Context: an optimization exercise on an open-source flow, tuned for small area, a short achievable clock period and few clock cycles. The choices shown serve that exercise and are no tape-out recipe. Function was checked by simulation only, so behaviour that the tests miss may differ from the original. No activity file was given, so power comes from the tool's default toggle rates.

// sap1
module sap1(
    input        clk,
    input        clr,
    input        prog_we,
    input  [3:0] prog_addr,
    input  [7:0] prog_data,
    output [7:0] OUT,
    output       out_valid,
    output       halted,
    output [7:0] ACC
    );
    reg  [7:0] f_ir;      
    reg        e_alu, e_lda, e_sub, e_out, e_hlt;   
    reg  [7:0] opnd;      
    reg  [7:0] a_reg;
    reg        hlt_r;
    reg        ov_r;
    wire [3:0] pc;
    wire [7:0] inst_data;
    wire [7:0] opnd_data;
    wire [7:0] mem0;
    wire       lda, add, sub, out, hlt;
    ram ram (
        .clk(clk),
        .we(prog_we),
        .wa(prog_addr),
        .wd(prog_data),
        .ia(pc),
        .id(inst_data),
        .oa(f_ir[3:0]),
        .od(opnd_data),
        .d0(mem0)
    );
    controller controller (
        .op(f_ir[7:4]),
        .lda(lda),
        .add(add),
        .sub(sub),
        .out(out),
        .hlt(hlt)
    );
    wire run = !hlt_r;
    pcounter program_counter (
        .clk(clk),
        .clr(load0),
        .cp(run),
        .pc(pc)
    );
    reg stale0;
    always @(posedge clk)
        stale0 <= clr && prog_we && (prog_addr == 4'd0);
    wire load0 = clr || stale0;
    always @(posedge clk)
        if (load0)
            f_ir <= mem0;
        else
            f_ir <= inst_data;
    always @(posedge clk)
        begin
            e_alu <= !load0 && (lda || add || sub);
            e_lda <= lda;
            e_sub <= sub;
            e_out <= !load0 && out;
  ...
For scale: ~160 flip-flops, ~33 I/O pins, roughly 0.0076 mm^2 of cells after synthesis.
export LEC_CHECK = 0
export CAP_MARGIN = 20
export CORE_MARGIN = 2
export CORE_UTILIZATION = 50
export CTS_BUF_LIST = sky130_fd_sc_hd__clkbuf_8
export CTS_CLUSTER_SIZE = 40
export SETUP_SLACK_MARGIN = 2.0
export SLEW_MARGIN = 20
create_clock -name core_clock -period 4.0 [get_ports {clk}]
standard.sh (not shown) runs the stock make flow with config.mk's settings and CLKGATE_MAP_FILE= SYNTH_SCRIPT=/design/flow/synth_recipe.tcl, a recipe that flattens the netlist after the stock synthesis.
==> flow/flow/run.sh <==
#!/bin/bash
# Standard layout, with the port buffers made of plain buffers, cell sizing
# free to change a cell's footprint, and clock tree synthesis without dummy
# loads.
set -euo pipefail
bash standard.sh MATCH_CELL_FOOTPRINT=0 \
    "BUFFER_PORTS_ARGS=-buffer_cell sky130_fd_sc_hd__buf_2" \
    "CTS_ARGS=-sink_clustering_enable -repair_clock_nets -sink_clustering_size 40 -buf_list sky130_fd_sc_hd__clkbuf_8 -dont_use_dummy_load" \
    REMOVE_ABC_BUFFERS=1 \
    finish > standard.log 2>&1
Testbench counts at the start, summed over its fixed seeds: cycles 7,923.
Change:
--- a/flow/flow/run.sh
+++ b/flow/flow/run.sh
@@ -7,4 +7,3 @@
     "BUFFER_PORTS_ARGS=-buffer_cell sky130_fd_sc_hd__buf_2" \
     "CTS_ARGS=-sink_clustering_enable -repair_clock_nets -sink_clustering_size 40 -buf_list sky130_fd_sc_hd__clkbuf_8 -dont_use_dummy_load" \
-    REMOVE_ABC_BUFFERS=1 \
     finish > standard.log 2>&1
--- a/flow/config.mk
+++ b/flow/config.mk
@@ -8,7 +8,7 @@
 export CAP_MARGIN = 20
 export CORE_MARGIN = 2
-export CORE_UTILIZATION = 50
+export CORE_UTILIZATION = 60
 export CTS_BUF_LIST = sky130_fd_sc_hd__clkbuf_8
 export CTS_CLUSTER_SIZE = 40
-export SETUP_SLACK_MARGIN = 2.0
+export SETUP_SLACK_MARGIN = 2.1
 export SLEW_MARGIN = 20
Total power climbs by 1.6%.
Maximum frequency drops by 0.33%.
Clock skew drops by 7.2 ps.
Setup slack loses 6.6 ps.
Worst hold slack loses 7.9 ps.
Global-route usage climbs by 5.4 points.
Change:
==> flow/flow/run.sh (replaced) <==
#!/bin/bash
# Standard layout, with the port buffers made of plain buffers and cell
# sizing free to change a cell's footprint.
set -euo pipefail
bash standard.sh MATCH_CELL_FOOTPRINT=0 \
    "BUFFER_PORTS_ARGS=-buffer_cell sky130_fd_sc_hd__buf_2" \
    finish > standard.log 2>&1
--- a/flow/config.mk
+++ b/flow/config.mk
@@ -11,4 +11,4 @@
 export CTS_BUF_LIST = sky130_fd_sc_hd__clkbuf_8
 export CTS_CLUSTER_SIZE = 40
-export SETUP_SLACK_MARGIN = 2.1
+export SETUP_SLACK_MARGIN = 2.0
 export SLEW_MARGIN = 20
What happened: The changed run completed with no timing, DRC or antenna violations. Synthesized cell count stays the same. Hold slack is better by 23 ps. Cell area rises by 0.40%. Sequential share of layout area falls by 0.23 points. Combinational power falls by 5.9%. Final cell count rises by 1.5%.
Change:
==> flow/flow/run.sh (replaced) <==
#!/bin/bash
# Standard layout, with the port buffers made of plain buffers, cell sizing
# free to change a cell's footprint, and clock tree synthesis without dummy
# loads.
set -euo pipefail
bash standard.sh MATCH_CELL_FOOTPRINT=0 \
    "BUFFER_PORTS_ARGS=-buffer_cell sky130_fd_sc_hd__buf_2" \
    "CTS_ARGS=-sink_clustering_enable -repair_clock_nets -sink_clustering_size 40 -buf_list sky130_fd_sc_hd__clkbuf_8 -dont_use_dummy_load" \
    finish > standard.log 2>&1
The new run ran to the end with no violations; core utilization shrinks by 1.4 points; maximum frequency barely changes; final cell count shrinks by about 2.2%.

==> what the ideal ports hide <==
How much do the figures lean on ideal ports? The routed layouts below were timed once more, with nothing changed but the port constraints.
Step 1: set_driving_cell puts a clkbuf_16 on clk and a buf_2 on each other input, an assumption about the parent block.
Step 2 adds t to the input delays and takes it off the output delays; t is the mean of the earliest and latest rising clock arrival at the registers after step 1. Input paths then give back, and output paths get back, about the clock's delay inside the block.
a / b / c = no drivers / after step 1 / after step 2; a / b = the first two.
run | t (ns) | setup WS [ns] | latest minus earliest clock arrival (ns)
the first run | 0.480 | 2.007 / 2.007 / 1.554 | 0.024 / 0.024
the second run | 0.479 | 2.000 / 2.000 / 1.655 | 0.021 / 0.021
the third run | 0.483 | 2.008 / 2.008 / 1.611 | 0.009 / 0.010
the fourth run | 0.472 | 2.010 / 2.010 / 1.615 | 0.017 / 0.017
After both steps every run listed still meets setup and hold. The setup slack of the first run, which loses most, moves by 0.000 ns with the drivers and by -0.453 ns with both steps.
